Source: an optimization exercise on an open RTL-to-GDS flow (aim: small area, a short achievable clock period and few clock cycles per item). Production flows keep margins and buffers that such runs may drop.
In this exercise RTL edits were held to simulation tests only and were not proved equivalent to the original.
Power and IR drop assume default switching activity.

Design cordic_multiply, start of the top module:
module cordic_multiply #(
    parameter WL = 16,
    parameter FL = 14,
    parameter N_ITER = 15
)(
    input  wire                 clk,
    input  wire                 rst_n,
    input  wire                 start,
    input  wire signed [WL-1:0] in1,
    input  wire signed [WL-1:0] in2,
    output wire signed [WL-1:0] out,
    output reg                  done
);
For scale: roughly 36 flip-flops, ~52 I/O pins.
clock: 7.0 ns
lec_check: 0
cap_margin: 20
core_margin: 2
core_utilization: 40
cts_buf_list: sky130_fd_sc_hd__clkbuf_4
setup_slack_margin: 2.8
slew_margin: 20
synth_hierarchical: 1
synth_minimum_keep_size: 0
standard.sh (not shown) runs the stock make flow with config.mk's settings and CLKGATE_MAP_FILE= SYNTH_SCRIPT=/design/flow/synth_recipe.tcl, a recipe that flattens the netlist after the stock synthesis.
==> flow/flow/run.sh <==
#!/bin/bash
# Layout flow: the standard flow (standard.sh, unchanged synthesis and
# steps), except that the port buffers are the platform's smallest buffer
# (buf_1) instead of the default pick; repair_design still resizes them where
# a load needs it.  The full output goes to standard.log in this folder.
set -euo pipefail
export BUFFER_PORTS_ARGS="-buffer_cell sky130_fd_sc_hd__buf_1"
bash standard.sh > standard.log 2>&1
Testbench counts at the start, summed over its fixed seeds: cycles 1,608, items 1,600.
Change:
- PLACE_DENSITY: unset -> 0.85
- SETUP_SLACK_MARGIN: 2.8 -> 2.9
Via count is higher by 3.8%.
First-iteration DRC count is higher by 22%.
Utilization is higher by 1.1 points.
Non-clock buffer count is higher by 5.
Final area is higher by 2.5%.
Global-route usage is lower by 1.5 points.
Area after synthesis stays the same.
Clock-buffer cell count is lower by 1.
Change:
- PLACE_DENSITY: 0.85 -> unset
=> Sequential power stays flat. Via count is lower by 2.4%. Design area barely changes. Power is lower by 2.6%. Global-route usage is higher by 1.5 points. Die area is unchanged.
Change:
- CORE_UTILIZATION: 40 -> 50
Sequential power hardly moves.
Setup slack gets worse by 30 ps.
Maximum frequency went down by 0.74%.
Total power shrinks by about 2.6%.
Wire length decreases by 3.6%.
Die area decreases by 19%.
Utilization increases by 12 points.
Clock-buffer cell count stays the same.
Sequential share of layout area increases by 0.14 points.
Global-route usage rises by 5.2 points.
Final area falls by 1.4%.
Change:
- CORE_UTILIZATION: 50 -> 40
- PLACE_DENSITY: unset -> 0.75
- SETUP_SLACK_MARGIN: 2.9 -> 3.0
Outcome: Sequential share of layout area went down by 0.22 points. Area after synthesis is unchanged. Final cell count went up by 6.2%. Global-route usage went down by 5.3 points. Via count went up by 5.3%. Die area went up by 24%.
Change:
- CORE_UTILIZATION: 40 -> 50
- SETUP_SLACK_MARGIN: 3.0 -> 2.9
Effect: Non-clock buffer count shrinks by 1. Final area shrinks by 2.3%. Die area shrinks by 19%. Flip-flop and latch count is unchanged. Setup slack degrades by 86 ps.

========
## run A
Starting RTL as in the previous note.
export LEC_CHECK = 0
export CAP_MARGIN = 0
export CORE_MARGIN = 2
export CORE_UTILIZATION = 40
export CTS_BUF_LIST = sky130_fd_sc_hd__clkbuf_4
export SETUP_SLACK_MARGIN = 2.9
export SLEW_MARGIN = 0
export SYNTH_HIERARCHICAL = 1
export SYNTH_MINIMUM_KEEP_SIZE = 0
create_clock -name core_clock -period 7.0 [get_ports {clk}]
Scripts as last shown in full above: flow/flow/run.sh
Run A | status: complete | timing, DRC, antenna: pass
Testbench counts of run A, summed over its fixed seeds: cycles 1,608, items 1,600.
Here is what was changed in the inputs of run B compared with run A.
# run A
export LEC_CHECK = 0
export CAP_MARGIN = 0
export CORE_MARGIN = 2
export CORE_UTILIZATION = 40
export CTS_BUF_LIST = sky130_fd_sc_hd__clkbuf_4
export SETUP_SLACK_MARGIN = 2.9
export SLEW_MARGIN = 0
export SYNTH_HIERARCHICAL = 1
export SYNTH_MINIMUM_KEEP_SIZE = 0
create_clock -name core_clock -period 7.0 [get_ports {clk}]
# run B
export LEC_CHECK = 0
export CAP_MARGIN = 20
export CORE_MARGIN = 2
export CORE_UTILIZATION = 40
export CTS_BUF_LIST = sky130_fd_sc_hd__clkbuf_4
export SETUP_SLACK_MARGIN = 2.85
export SLEW_MARGIN = 20
export SYNTH_HIERARCHICAL = 1
export SYNTH_MINIMUM_KEEP_SIZE = 0
create_clock -name core_clock -period 7.0 [get_ports {clk}]
### Flow results
- The clock-buffer cell count was comparable across run A and run B.
- Global routing met1 resource utilization (run B over run A): decrease, 0.85 points
- In run B, part of the cycle the worst path needs is higher than in run A.
- Run A and run B ended up with nearly the same number of vias per cell.
- Between run A and run B, the flow reports final design instance area without fill decreasing slightly.
Relative to run B, the following input files were edited for run C:
# run B
export LEC_CHECK = 0
export CAP_MARGIN = 20
export CORE_MARGIN = 2
export CORE_UTILIZATION = 40
export CTS_BUF_LIST = sky130_fd_sc_hd__clkbuf_4
export SETUP_SLACK_MARGIN = 2.85
export SLEW_MARGIN = 20
export SYNTH_HIERARCHICAL = 1
export SYNTH_MINIMUM_KEEP_SIZE = 0
create_clock -name core_clock -period 7.0 [get_ports {clk}]
# run C
export LEC_CHECK = 0
export CAP_MARGIN = 20
export CORE_MARGIN = 2
export CORE_UTILIZATION = 40
export CTS_BUF_LIST = sky130_fd_sc_hd__clkbuf_4
export SETUP_SLACK_MARGIN = 3.3
export SLEW_MARGIN = 20
export SYNTH_HIERARCHICAL = 1
export SYNTH_MINIMUM_KEEP_SIZE = 0
create_clock -name core_clock -period 7.0 [get_ports {clk}]
==> run notes <==
[compare] base=run B new=run C: growth of design area from synthesis to finish now larger, met2 routed wirelength now larger, setup slack now larger. | number of buffers inserted to repair setup after CTS | run C vs run B | 11 higher |. Looking at aggregate routed wire length, run C sits about 3.7% higher than run B does. Run C reports a lower multi-input gate share of total cell area than run B does. Run C ended up with a lower register share of total power than run B did. A class of the most critical setup path of reg2out is what run C shows, while in2reg belongs to run B.
> inputs changed (run C -> run D)
# run C
export LEC_CHECK = 0
export CAP_MARGIN = 20
export CORE_MARGIN = 2
export CORE_UTILIZATION = 40
export CTS_BUF_LIST = sky130_fd_sc_hd__clkbuf_4
export SETUP_SLACK_MARGIN = 3.3
export SLEW_MARGIN = 20
export SYNTH_HIERARCHICAL = 1
export SYNTH_MINIMUM_KEEP_SIZE = 0
create_clock -name core_clock -period 7.0 [get_ports {clk}]
# run D
export LEC_CHECK = 0
export CAP_MARGIN = 20
export CORE_MARGIN = 2
export CORE_UTILIZATION = 40
export CTS_BUF_LIST = sky130_fd_sc_hd__clkbuf_4
export SETUP_SLACK_MARGIN = 3.5
export SLEW_MARGIN = 20
export SYNTH_HIERARCHICAL = 1
export SYNTH_MINIMUM_KEEP_SIZE = 0
create_clock -name core_clock -period 7.0 [get_ports {clk}]
Findings:
Run D vs run C, area overhead of the layout relative to synthesis went up by 5.4 points.
Via count grows by a few percent when moving from run C to run D.
Final total power in run D vs run C: up 250 uW
Inputs modified between run D and run E:
# run D
export LEC_CHECK = 0
export CAP_MARGIN = 20
export CORE_MARGIN = 2
export CORE_UTILIZATION = 40
export CTS_BUF_LIST = sky130_fd_sc_hd__clkbuf_4
export SETUP_SLACK_MARGIN = 3.5
export SLEW_MARGIN = 20
export SYNTH_HIERARCHICAL = 1
export SYNTH_MINIMUM_KEEP_SIZE = 0
create_clock -name core_clock -period 7.0 [get_ports {clk}]
# run E
export LEC_CHECK = 0
export CAP_MARGIN = 20
export CORE_MARGIN = 2
export CORE_UTILIZATION = 40
export CTS_BUF_LIST = sky130_fd_sc_hd__clkbuf_4
export PLACE_DENSITY = 0.75
export SETUP_SLACK_MARGIN = 2.9
export SLEW_MARGIN = 20
export SYNTH_HIERARCHICAL = 1
export SYNTH_MINIMUM_KEEP_SIZE = 0
create_clock -name core_clock -period 7.0 [get_ports {clk}]
Results
Relative to run D, the growth of design area from synthesis to finish of run E is lower by 17 points. The fraction of power spent switching nets in run E was higher than what run D gave. Run E vs. run D: routed via count divided by cell count went down by 1.4%. Row core utilization: run E lower / run D higher. Run E against run D: global-route usage over all layers moved down; total power down about 26%; clock network fraction of design power rose 1.1 points. Relative to run D, run E improves wire length. Between run E and run D, it is run E whose count of buffers not belonging to the clock network in the layout is lower, by 34%.

========
## v52
cordic_multiply again, from the RTL that the note above started with.
Settings: LEC_CHECK=0, CAP_MARGIN=20, CORE_MARGIN=2, CORE_UTILIZATION=40, CTS_BUF_LIST=sky130_fd_sc_hd__clkbuf_8, SETUP_SLACK_MARGIN=2.9, SLEW_MARGIN=20, SYNTH_HIERARCHICAL=1, SYNTH_MINIMUM_KEEP_SIZE=0; clock period 7.0 ns.
Scripts as last shown in full above: flow/flow/run.sh
Having completed the whole flow, v52 delivered a layout that passed the timing, DRC and antenna checks.
Testbench counts of v52, summed over its fixed seeds: cycles 1,608, items 1,600.
The inputs of v32 differ from those of v52 as listed below.
Settings: CTS_BUF_LIST: sky130_fd_sc_hd__clkbuf_8 -> sky130_fd_sc_hd__clkbuf_4; SETUP_SLACK_MARGIN: 2.9 -> 2.5.
Notes after the runs:
v32: all stages complete, timing, DRC and antenna checks passed
Of v52 and v32, the lower power dissipated by switching net loads belongs to v32.
Via count was higher in the run labelled v52.
Setup slack: v32 less than v52
Leakage power of the design shrinks by a few percent when moving from v52 to v32.
Input-level comparison between v11 and v32:
Settings: setting PLACE_DENSITY to 0.75 for the first time; changing SETUP_SLACK_MARGIN from 2.5 to 2.8.
==> run notes <==
Re minimum period implied by the final worst setup slack: v32 and v11 aren't equal, and the higher value belongs to v32.
Diff v32 -> v11: wire length of the first global-routing pass shows an increase of about 0.8%, count of fill cells added during filler insertion has decreased.
The run showing the greater worst-case setup slack after placement is v11.
Placed cell count delta for v11 relative to v32: about 0.33% lower
Via count of the first global-routing pass of v11 exceeds that of v32 by a little under 10%.
Post-route total power delta (v11 − v32): favourable
Looking only at layout cell share with drive strength beyond 1, and setting everything else aside, the lower value of v32 and v11 goes to v32.
The inputs of v43 differ from those of v11 as listed below.
Settings: PLACE_DENSITY: 0.75 -> unset; SETUP_SLACK_MARGIN: 2.8 -> 3.0.
- Share of total power in the clock network down 1.9 points in v43 wrt v11
- In terms of synthesized netlist net count, v11 and v43 differ only marginally.
- Between v11 and v43, final critical delay including setup and external delays decreased.

## separate check: timing with driven ports
Ports are ideal in the flow. The routed layouts listed here were re-timed in OpenROAD.
Step 1 (the two cells are an assumption about what drives the block):
set clk [get_ports {clk}]
set_driving_cell -lib_cell sky130_fd_sc_hd__clkbuf_16 $clk
set_driving_cell -lib_cell sky130_fd_sc_hd__buf_2 [delete_from_list [all_inputs] $clk]
Step 2, shift: input delay + t, output delay - t, t = (earliest + latest rising clock arrival at the registers) / 2. This alone moves slack from input paths to output paths.
Three values: ideal ports, drivers, drivers and shift; two values: the first two.
run | t (ns) | setup slack, ns | hold slack, ns | cell pins on the clock port's net
the first run of note 1 | 0.344 | 2.839 / 2.837 / 2.493 | 0.809 / 0.807 / 1.151 | 1
the second run of note 1 | 0.352 | 2.976 / 2.954 / 2.610 | 0.794 / 0.797 / 1.149 | 1
the third run of note 1 | 0.352 | 3.008 / 2.991 / 2.659 | 0.798 / 0.795 / 1.147 | 1
the fourth run of note 1 | 0.347 | 2.978 / 2.981 / 2.634 | 0.821 / 0.818 / 1.165 | 1
the fifth run of note 1 | 0.353 | 3.008 / 2.984 / 2.701 | 0.799 / 0.801 / 1.154 | 1
the sixth run of note 1 | 0.351 | 2.921 / 2.927 / 2.576 | 0.806 / 0.804 / 1.155 | 1
run A | 0.352 | 3.008 / 2.991 / 2.659 | 0.798 / 0.795 / 1.147 | 1
run B | 0.344 | 2.924 / 2.924 / 2.580 | 0.806 / 0.805 / 1.149 | 1
run C | 0.358 | 3.024 / 2.997 / 2.895 | 0.807 / 0.804 / 1.163 | 1
run D | 0.344 | 3.075 / 3.051 / 2.833 | 0.812 / 0.810 / 1.154 | 1
run E | 0.338 | 2.968 / 2.966 / 2.628 | 0.815 / 0.818 / 1.156 | 1
v52 | 0.306 | 2.962 / 2.933 / 2.680 | 0.864 / 0.858 / 1.165 | 1
v32 | 0.355 | 2.602 / 2.603 / 2.248 | 0.805 / 0.804 / 1.159 | 1
v11 | 0.341 | 2.826 / 2.826 / 2.485 | 0.817 / 0.816 / 1.156 | 1
v43 | 0.348 | 2.974 / 2.948 / 2.686 | 0.811 / 0.809 / 1.156 | 1
After both steps every run listed still meets setup and hold. For the second run of note 1, which loses most, drivers alone change the setup slack by -0.022 ns; drivers and shift together by -0.366 ns.
